This is an optimization exercise on Yosys and OpenROAD, whose aim is small area, a short achievable clock period and few clock cycles, not a production implementation. At most, simulation tests tie the RTL to the original design; equivalence was not proved. Power and IR drop assume default switching activity.

// kcpsmx
module kcpsmx(
    output logic [PORT_DEPTH-1:0]   port_id,         
    output logic                    write_strobe,    
    output logic [PORT_WIDTH-1:0]   out_port,        
    output logic                    read_strobe,     
    input        [PORT_WIDTH-1:0]   in_port,         
    input                           interrupt,       
    output logic                    interrupt_ack,   
    input                           reset,           
    input                           clk,             
    output logic [CODE_DEPTH-1:0]   address,         
    input        [CODE_WIDTH-1:0]   instruction      
);
make LEC_CHECK=0 CAP_MARGIN=20 CORE_MARGIN=2 CORE_UTILIZATION=85 CTS_BUF_LIST=sky130_fd_sc_hd__clkbuf_8 SETUP_SLACK_MARGIN=3.5 SLEW_MARGIN=20 TNS_END_PERCENT=30 finish   # period 6.0 ns
run.sh (not shown) runs the stock make flow with config.mk's settings and CLKGATE_MAP_FILE= SYNTH_SCRIPT=/design/flow/synth_recipe.tcl, a recipe that flattens the netlist after the stock synthesis.
The first run ended with an error in global routing (5_1_grt).
Change:
Settings changed: CORE_UTILIZATION 85 to 75, CTS_BUF_LIST sky130_fd_sc_hd__clkbuf_8 to sky130_fd_sc_hd__clkbuf_4.
What happened: This time the run completed without violations; synthesized cell count does not change; synthesized area stays the same.
Change:
Settings changed: ABC_CLOCK_PERIOD_IN_PS from default to 2200, CTS_BUF_LIST sky130_fd_sc_hd__clkbuf_4 to sky130_fd_sc_hd__clkbuf_8.
=> The changed run produced a clean layout. Clock power drops by a little under a tenth. Final cell count drops by a few percent. Worst setup slack gets better by 230 ps.
Change:
Settings changed: ABC_CLOCK_PERIOD_IN_PS 2200 to default, CORE_UTILIZATION 75 to 80.
Outcome: Combinational power goes up by about 5%. Final cell count came out lower by 0.91%. Via count is higher by about 7%. First-iteration DRC count goes up by about 37%. Worst setup slack degrades by 270 ps. Total power came out higher by about 1.6%. Die area decreases by 6.2%. Wire length rose by about 13%. Fmax falls by about 10%.
Function was not checked in any run of this note: the RTL went through the layout flow alone.

* * *

red:
Another version of the RTL of kcpsmx (not shown whole).
Size in the first run: about 3000 cells after synthesis, roughly 58 I/O pins.
Settings: LEC_CHECK=0, CAP_MARGIN=0, CORE_MARGIN=2, CORE_UTILIZATION=75, CTS_BUF_LIST=sky130_fd_sc_hd__clkbuf_8, SETUP_SLACK_MARGIN=3.7, SLEW_MARGIN=0, TNS_END_PERCENT=30; clock period 6.0 ns.
red closes out successfully: all stages finished, all timing, DRC and antenna checks passed.
Testbench counts of red, summed over its fixed seeds: cycles 296,972.
The following lists how blue was set up differently from red:
- changing SETUP_SLACK_MARGIN from 3.7 to 3.5
- setting ABC_CLOCK_PERIOD_IN_PS to 2200 for the first time
- changing CAP_MARGIN from 0 to 20
- changing SLEW_MARGIN from 0 to 20
==> flow/flow/run.sh (new file) <==
#!/bin/bash
# Standard layout, with the port buffers made from buf_4 cells instead of the
# default choice (a delay cell).
export BUFFER_PORTS_ARGS="-buffer_cell sky130_fd_sc_hd__buf_4"
bash standard.sh > standard.log 2>&1
==> flow/standard.sh (new file) <==
#!/bin/bash
# synth_recipe.tcl (not shown) runs the flow's synth.tcl, then flattens the netlist and writes it again
# the make line also repeats each setting of config.mk as NAME=value (left out here)
make -C /OpenROAD-flow-scripts/flow DESIGN_CONFIG=/design/flow/config.mk WORK_HOME=/design/flow/orfs CLKGATE_MAP_FILE= SYNTH_SCRIPT=/design/flow/synth_recipe.tcl "${@:-finish}"
removed: flow/run.sh
### Flow results
Delta (blue minus red): total of cells resized after clock tree synthesis -about 80%, cell count of the worst reg-to-reg path +3, final RePlAce weighted congestion +0.0088, relative area of clock buffers and inverters in the final design +0.38 points.
Cmp blue vs red: post-DP HPWL higher in blue
Design area on blue is down relative to red.
Diff red -> blue | final hold slack | increase of 0.017 ns
Worst setup slack: blue vs red down 0.0052 ns
Compared with red, maximum vdd ir drop in blue decreased slightly.
### blue -> green
- setting CTS_CLUSTER_DIAMETER to 60 for the first time
- setting CTS_CLUSTER_SIZE to 14 for the first time
- removing ABC_CLOCK_PERIOD_IN_PS (formerly 2200)
- changing SETUP_SLACK_MARGIN from 3.5 to 3.7
==> flow/run.sh (new file) <==
#!/bin/bash
# synth_recipe.tcl (not shown) runs the flow's synth.tcl, then flattens the netlist and writes it again
# the make line also repeats each setting of config.mk as NAME=value (left out here)
make -C /OpenROAD-flow-scripts/flow DESIGN_CONFIG=/design/flow/config.mk WORK_HOME=/design/flow/orfs CLKGATE_MAP_FILE= SYNTH_SCRIPT=/design/flow/synth_recipe.tcl finish
removed: flow/flow/run.sh
removed: flow/standard.sh
Findings:
green: done, clean on timing, DRC and antenna. Taking blue as the reference, in green core utilization fell 1.5 points; smallest setup slack after layout moved up. What green reported for power has to be multiplied by 1.15 to get the figure for blue. Going from blue to green, sequential cell count was more or less identical, wire length lost 510 um, multi-input combinational cell count flat, clock-pin slew on the worst setup and hold paths grew by 0.03 ns, number of nets in the layout moved down.
Here is what was changed in the inputs of orange compared with green.
- CTS_CLUSTER_SIZE no longer set, was 14
- CTS_CLUSTER_DIAMETER no longer set, was 60
==> comparison <==
orange | stages: all done | timing, DRC, antenna: all pass
The critical path startpoint comes out w_input in one run and out_port[1] in the other, namely in orange and green respectively.
Compare orange and green | detailed route wirelength on metal3 higher: orange
Compared with green, in orange cell area increased 1700 um2, share of final layout cell area taken by non-clock buffers essentially unchanged, global-route wire length before repair increased 2.4%, setup slack decreased 0.071 ns, fraction of area in clock buffers and inverters increased 3.3 points.
Higher fraction of power spent switching nets goes to orange over green.
Placer congestion estimate came out exactly the same in orange and green.
Taking green as the reference, in orange share of power burned in the clock network rose 9.6 points, routed wire length rose 2.0%, final worst hold slack fell 0.013 ns.

* * *

Setup of run 1:
kcpsmx, a different RTL version from the one above (not shown whole).
Size: ~2800 cells after synthesis, roughly 58 I/O pins, about 45000 µm² of cells after synthesis.
export LEC_CHECK = 0
export ABC_CLOCK_PERIOD_IN_PS = 2200
export CAP_MARGIN = 20
export CORE_MARGIN = 2
export CORE_UTILIZATION = 75
export CTS_BUF_LIST = sky130_fd_sc_hd__clkbuf_8
export SETUP_SLACK_MARGIN = 3.5
export SLEW_MARGIN = 20
export TNS_END_PERCENT = 30
create_clock -name core_clock -period 6.0 [get_ports {clk}]
standard.sh (not shown) runs the stock make flow with config.mk's settings and CLKGATE_MAP_FILE= SYNTH_SCRIPT=/design/flow/synth_recipe.tcl, a recipe that flattens the netlist after the stock synthesis.
==> flow/flow/run.sh <==
#!/bin/bash
# Standard layout, with the port buffers made from buf_4 cells instead of the
# default choice (a delay cell).
export BUFFER_PORTS_ARGS="-buffer_cell sky130_fd_sc_hd__buf_4"
bash standard.sh > standard.log 2>&1
Run 1 completed end to end with timing, DRC and antenna clean.
Testbench counts of run 1, summed over its fixed seeds: cycles 296,784.
Input-level comparison between run 2 and run 1:
# run 1
export LEC_CHECK = 0
export ABC_CLOCK_PERIOD_IN_PS = 2200
export CAP_MARGIN = 20
export CORE_MARGIN = 2
export CORE_UTILIZATION = 75
export CTS_BUF_LIST = sky130_fd_sc_hd__clkbuf_8
export SETUP_SLACK_MARGIN = 3.5
export SLEW_MARGIN = 20
export TNS_END_PERCENT = 30
create_clock -name core_clock -period 6.0 [get_ports {clk}]
# run 2
export LEC_CHECK = 0
export CAP_MARGIN = 20
export CORE_MARGIN = 2
export CORE_UTILIZATION = 75
export CTS_BUF_LIST = sky130_fd_sc_hd__clkbuf_8 sky130_fd_sc_hd__clkbuf_16
export SETUP_SLACK_MARGIN = 3.5
export SLEW_MARGIN = 20
export TNS_END_PERCENT = 30
create_clock -name core_clock -period 6.0 [get_ports {clk}]
==> flow/run.sh (new file) <==
#!/bin/bash
# synth_recipe.tcl (not shown) runs the flow's synth.tcl, then flattens the netlist and writes it again
# the make line also repeats each setting of config.mk as NAME=value (left out here)
make -C /OpenROAD-flow-scripts/flow DESIGN_CONFIG=/design/flow/config.mk WORK_HOME=/design/flow/orfs CLKGATE_MAP_FILE= SYNTH_SCRIPT=/design/flow/synth_recipe.tcl finish
removed: flow/flow/run.sh
removed: flow/standard.sh
## What came out
Clock latency reported for the late side of the worst-skew pair for run 2 is lower than for run 1. Status: via count parity (run 1, run 2). Run 2 against run 1: post-synthesis to final-layout area growth has increased, buffer count excluding the clock tree in the final layout has decreased. Final area (run 2 vs. run 1) increases slightly. Comparing worst reg-to-reg setup slack for run 1 and run 2, the smaller number came from run 2. Met2 track demand over resource in global routing: run 2 vs run 1 up 5.0 points. The utilization of run 2 exceeds that of run 1 by 0.27 points. On final period utilization: between run 1 and run 2, it ends up lower for run 1. Against run 1, leakage power summed over all cells in run 2 fell slightly. Run 2 vs. run 1: critical path depth went up by 5.

* * *

Setup of try-nickel:
RTL: one of the versions met above, not the one the previous note started from.
Size in the first run: about 3,000 cells after synthesis, roughly 1,200 flip-flops, roughly 58 I/O pins, ~45,000 um^2 of cells after synthesis.
// kcpsmx
module kcpsmx(
    output logic [PORT_DEPTH-1:0]   port_id,         
    output logic                    write_strobe,    
    output logic [PORT_WIDTH-1:0]   out_port,        
    output logic                    read_strobe,     
    input        [PORT_WIDTH-1:0]   in_port,         
    input                           interrupt,       
    output logic                    interrupt_ack,   
    input                           reset,           
    input                           clk,             
    output logic [CODE_DEPTH-1:0]   address,         
    input        [CODE_WIDTH-1:0]   instruction      
);
assign interrupt_ack = 1'b0;
logic [9:0]  pc;
logic [17:0] ir;
logic        stall;              
logic        byx, byy;           
logic [15:0] selx, sely;         
logic [15:0][7:0] rf;            
logic [63:0][7:0] spr;           
logic [31:0][9:0] stk;           
logic [4:0]  sp;                 
logic [3:0]  sp_hi;              
logic [7:0]  sp_lo;
logic        carry, zero;
logic [7:0]  e_a, e_bx;          
logic [7:0]  e_sd;               
logic [7:0]  e_shi, e_slo;       
logic        e_store;
logic        e_fa, e_fb;         
logic        e_far, e_faf;       
logic        e_fetch;
logic [3:0]  e_dst;
logic        e_regwrite, e_flagwrite;
logic        e_input, e_output, e_reti;
logic        e_sub;
logic [1:0]  e_cin;              
logic        e_sel_add, e_sel_and, e_sel_or, e_sel_xor, e_sel_sh, e_sel_b;
logic        e_test;
logic        e_sdir;
logic [1:0]  e_sop;
logic        e_sconst;
logic [9:0]  e_pushdata;
logic [3:0]  e_phi;              
logic [7:0]  e_plo;
logic [7:0]  res;
logic [3:0]  w_dst;
logic        w_regwrite, w_input, w_flagwrite, w_fetch;
logic [7:0]  fres;               
function automatic logic [4:0] uses(input logic [17:0] i);
    logic [4:0] o;
    logic alu, mem;
    o   = i[17:13];
    alu = (o == AND) | (o == OR) | (o == XOR) | (o == TEST) | (o == COMPARE) |
          (o == ADD) | (o == ADDCY) | (o == SUB) | (o == SUBCY);
    mem = (o == INPUT) | (o == OUTPUT) | (o == FETCH) | (o == STORE);
    uses = {alu | (o == RS) | (o == OUTPUT) | (o == STORE),
            i[12] & (alu | mem | (o == LOAD)),
            i[12] & mem,
            (o == STORE),
            1'b0};
endfunction
assign address = pc;
wire [4:0] op = ir[17:13];
wire d_load    = (op == LOAD);
  ...
Settings: LEC_CHECK=0, CAP_MARGIN=20, CORE_MARGIN=2, CORE_UTILIZATION=75, CTS_BUF_LIST=sky130_fd_sc_hd__clkbuf_8, CTS_CLUSTER_DIAMETER=45, CTS_CLUSTER_SIZE=16, SETUP_SLACK_MARGIN=3.7, SLEW_MARGIN=20, TNS_END_PERCENT=30; clock period 6.0 ns.
run.sh (not shown) runs the stock make flow with config.mk's settings and CLKGATE_MAP_FILE= SYNTH_SCRIPT=/design/flow/synth_recipe.tcl, a recipe that flattens the netlist after the stock synthesis.
Stock flow here: none of the scripts above is used.
try-nickel: no failed stages, no open violations at the end
Testbench counts of try-nickel, summed over its fixed seeds: cycles 296,972.
### try-nickel -> try-harbor
Settings: CORE_UTILIZATION changed from 75 to 70; CTS_CLUSTER_DIAMETER removed (was 45); CTS_CLUSTER_SIZE removed (was 16); SETUP_SLACK_MARGIN changed from 3.7 to 3.5.
==> comparison <==
Diff try-nickel -> try-harbor: time the worst path needs with I/O delays and setup went up 0.093 ns, multi-input combinational cell area saw a decrease. Weighted congestion reported at the end of routability-driven placement came out lower on try-harbor than on try-nickel. The die height of try-harbor exceeds that of try-nickel by 3.5%. Of try-nickel and try-harbor, try-harbor shows the higher cell count, with try-nickel below it. Any difference in sequential standard cell area between try-harbor and try-nickel is small enough to ignore. Looking at capturing element of the worst setup path, the read_strobe result is from try-nickel; the spr[308] one comes from try-harbor. Number of multi-input combinational cells: try-nickel vs try-harbor identical. Lower final cycle utilization of the critical path was reported by try-nickel, not try-harbor. try-harbor against try-nickel; leakage power summed over all cells is up by a few percent. Initial antenna violation count came out exactly the same in try-nickel and try-harbor. As of try-harbor, fmax had fallen by a few percent compared to try-nickel.
--- input diff try-harbor..try-raven ---
Settings: CTS_CLUSTER_SIZE now 12, previously not set; CORE_UTILIZATION now 75, was 70; CTS_CLUSTER_DIAMETER now 40, previously not set; SETUP_SLACK_MARGIN now 3.7, was 3.5.
==> summary.txt <==
- There was hardly any difference in count of pins over their slew limit between try-raven and try-harbor.
- In the reports for try-harbor and try-raven, the larger maximum cell stage delay along the critical path belongs to try-harbor.
- In try-raven the remaining max-slew budget at the tightest pin turned out 1.3 points higher than in try-harbor.
- Between try-harbor and try-raven, the difference in clock sink total is negligible.
### try-raven -> try-onyx
Settings: a change of CTS_CLUSTER_SIZE from 12 to 14; a change of CTS_CLUSTER_DIAMETER from 40 to 50.
Results
Worst-case register-to-register setup slack in try-onyx vs try-raven: down 0.02 ns
[compare] base=try-raven new=try-onyx: transition time at the pin with the least slew margin moved down; clock edge transition at the registers on the reported setup and hold paths now sits at about the same level; via count decreased 320.
Where power after layout is concerned, try-raven is outperformed by try-onyx.
Taking try-raven as the reference, in try-onyx sequential share of layout area grew by 0.95 points; latest clock arrival within the worst-skew pair moved down.

* * *

nickel:
Starting RTL as in the previous note.
clock: 6.0 ns
lec_check: 0
cap_margin: 20
core_margin: 2
core_utilization: 75
cts_buf_list: sky130_fd_sc_hd__clkbuf_8
cts_cluster_diameter: 50
cts_cluster_size: 12
setup_slack_margin: 3.7
slew_margin: 20
tns_end_percent: 30
Testbench counts of nickel, summed over its fixed seeds: cycles 296,972.
Edits applied to the flow inputs when going from nickel to juniper:
-- flow/config.mk --
<<< nickel, line 10
export CORE_UTILIZATION = 75
export CTS_BUF_LIST = sky130_fd_sc_hd__clkbuf_8
export CTS_CLUSTER_DIAMETER = 50
export CTS_CLUSTER_SIZE = 12
export SETUP_SLACK_MARGIN = 3.7
export SLEW_MARGIN = 20
export TNS_END_PERCENT = 30
>>> juniper, line 10
export CORE_UTILIZATION = 75
export CTS_BUF_LIST = sky130_fd_sc_hd__clkbuf_8
export SETUP_SLACK_MARGIN = 3.8
export SLEW_MARGIN = 20
export TNS_END_PERCENT = 30
[summary]
nickel → juniper: power in combinational cells higher, worst hold slack decreased 0.045 ns. nickel reports its worst setup path endpoint as address[1] while juniper reports read_strobe. Met2 capacity usage during global routing: juniper vs nickel up 1.6 points. Fmax, nickel and juniper: lower on juniper. Compared with nickel, juniper shows cell count that has gone up by a few percent.
Modified inputs, maple compared to juniper
-- flow/config.mk --
<<< juniper, line 10
export CORE_UTILIZATION = 75
export CTS_BUF_LIST = sky130_fd_sc_hd__clkbuf_8
export SETUP_SLACK_MARGIN = 3.8
export SLEW_MARGIN = 20
export TNS_END_PERCENT = 30
>>> maple, line 10
export CORE_UTILIZATION = 75
export CTS_BUF_LIST = sky130_fd_sc_hd__clkbuf_8
export PLACE_DENSITY = 0.85
export SETUP_SLACK_MARGIN = 3.7
export SLEW_MARGIN = 20
export TNS_END_PERCENT = 30
==> summary.txt <==
Summary of the comparison: routed wire length is higher in maple, relative to juniper. | total power | maple vs juniper | better |. Relative to juniper, number of antenna cells inserted has increased by 2 in maple. Final area is lower on maple. On maple: layout overhead on the synthesized area is 0.57 points lower than what juniper gave. Diff juniper..maple | sequential cell count | negligible.
Relative to maple, the following input files were edited for willow:
-- flow/config.mk --
<<< maple, line 10
export CORE_UTILIZATION = 75
export CTS_BUF_LIST = sky130_fd_sc_hd__clkbuf_8
export PLACE_DENSITY = 0.85
export SETUP_SLACK_MARGIN = 3.7
export SLEW_MARGIN = 20
>>> willow, line 10
export CORE_UTILIZATION = 75
export CTS_BUF_LIST = sky130_fd_sc_hd__clkbuf_8
export CTS_CLUSTER_DIAMETER = 60
export CTS_CLUSTER_SIZE = 18
export SETUP_SLACK_MARGIN = 3.7
export SLEW_MARGIN = 20
--- outcome ---
willow against maple: number of buffers outside the clock class in the layout increased by about 15% relative to the old numbers, maximum frequency rose about 0.6%, area of all placed cells without fillers decreased by 3.2% relative to the old numbers, met3 wirelength from detailed routing lost 14%, clock period minus worst slack now smaller. On willow: met3 track utilization from global routing is 2.4 points lower than what maple gave.

afterwards: timing with drivers on the ports:
The results above use ideal ports. As a check the final layouts listed here were re-extracted and re-timed, cells and wires unchanged. Step 1 assumes that a clkbuf_16 drives the clock port and a buf_2 every other input. Step 2 times the ports against the registers' clock, not the clock port: input delays grow and output delays shrink by t, the midpoint of the rising clock arrivals with the driver on. Three values: ideal ports, drivers, drivers and shift; two values: the first two.
| run | shift t [ns] | setup slack, ns | hold WS [ns] | latest minus earliest clock arrival (ns) | cell pins on the clock port's net |
|---|---|---|---|---|---|
| the second run of note 1 | 1.138 | 3.223 / 3.168 / 2.889 | 0.344 / 0.344 / 0.344 | 0.110 / 0.110 | 1 |
| the third run of note 1 | 0.852 | 3.450 / 3.385 / 3.030 | 0.348 / 0.348 / 0.348 | 0.061 / 0.060 | 1 |
| the fourth run of note 1 | 0.881 | 3.182 / 3.182 / 2.769 | 0.330 / 0.330 / 0.330 | 0.051 / 0.051 | 1 |
| red | 0.875 | 3.492 / 3.435 / 2.941 | 0.390 / 0.390 / 0.390 | 0.048 / 0.048 | 1 |
| blue | 0.873 | 3.487 / 3.429 / 2.806 | 0.407 / 0.407 / 0.407 | 0.037 / 0.037 | 1 |
| green | 0.786 | 3.582 / 3.517 / 2.986 | 0.429 / 0.429 / 0.429 | 0.042 / 0.042 | 1 |
| orange | 0.869 | 3.510 / 3.450 / 2.947 | 0.416 / 0.416 / 0.416 | 0.046 / 0.045 | 1 |
| run 1 | 0.881 | 3.372 / 3.310 / 2.738 | 0.357 / 0.357 / 0.357 | 0.038 / 0.038 | 1 |
| run 2 | 0.750 | 3.238 / 3.226 / 2.600 | 0.354 / 0.354 / 0.354 | 0.052 / 0.051 | 1 |
| try-nickel | 0.806 | 3.546 / 3.487 / 2.920 | 0.411 / 0.411 / 0.411 | 0.046 / 0.046 | 1 |
| try-harbor | 0.889 | 3.454 / 3.437 / 2.946 | 0.361 / 0.361 / 0.361 | 0.079 / 0.079 | 1 |
| try-raven | 0.861 | 3.519 / 3.455 / 2.916 | 0.406 / 0.406 / 0.406 | 0.032 / 0.032 | 1 |
| try-onyx | 0.804 | 3.557 / 3.493 / 2.954 | 0.403 / 0.403 / 0.403 | 0.035 / 0.034 | 1 |
| nickel | 0.806 | 3.569 / 3.507 / 2.915 | 0.392 / 0.392 / 0.392 | 0.038 / 0.038 | 1 |
| juniper | 0.873 | 3.490 / 3.426 / 3.034 | 0.347 / 0.347 / 0.347 | 0.054 / 0.054 | 1 |
| maple | 0.865 | 3.495 / 3.431 / 2.948 | 0.347 / 0.347 / 0.347 | 0.051 / 0.051 | 1 |
| willow | 0.765 | 3.509 / 3.509 / 3.013 | 0.425 / 0.425 / 0.425 | 0.042 / 0.042 | 1 |
After both steps every run listed still meets setup and hold. For blue, which loses most, drivers alone change the setup slack by -0.058 ns; drivers and shift together by -0.681 ns.
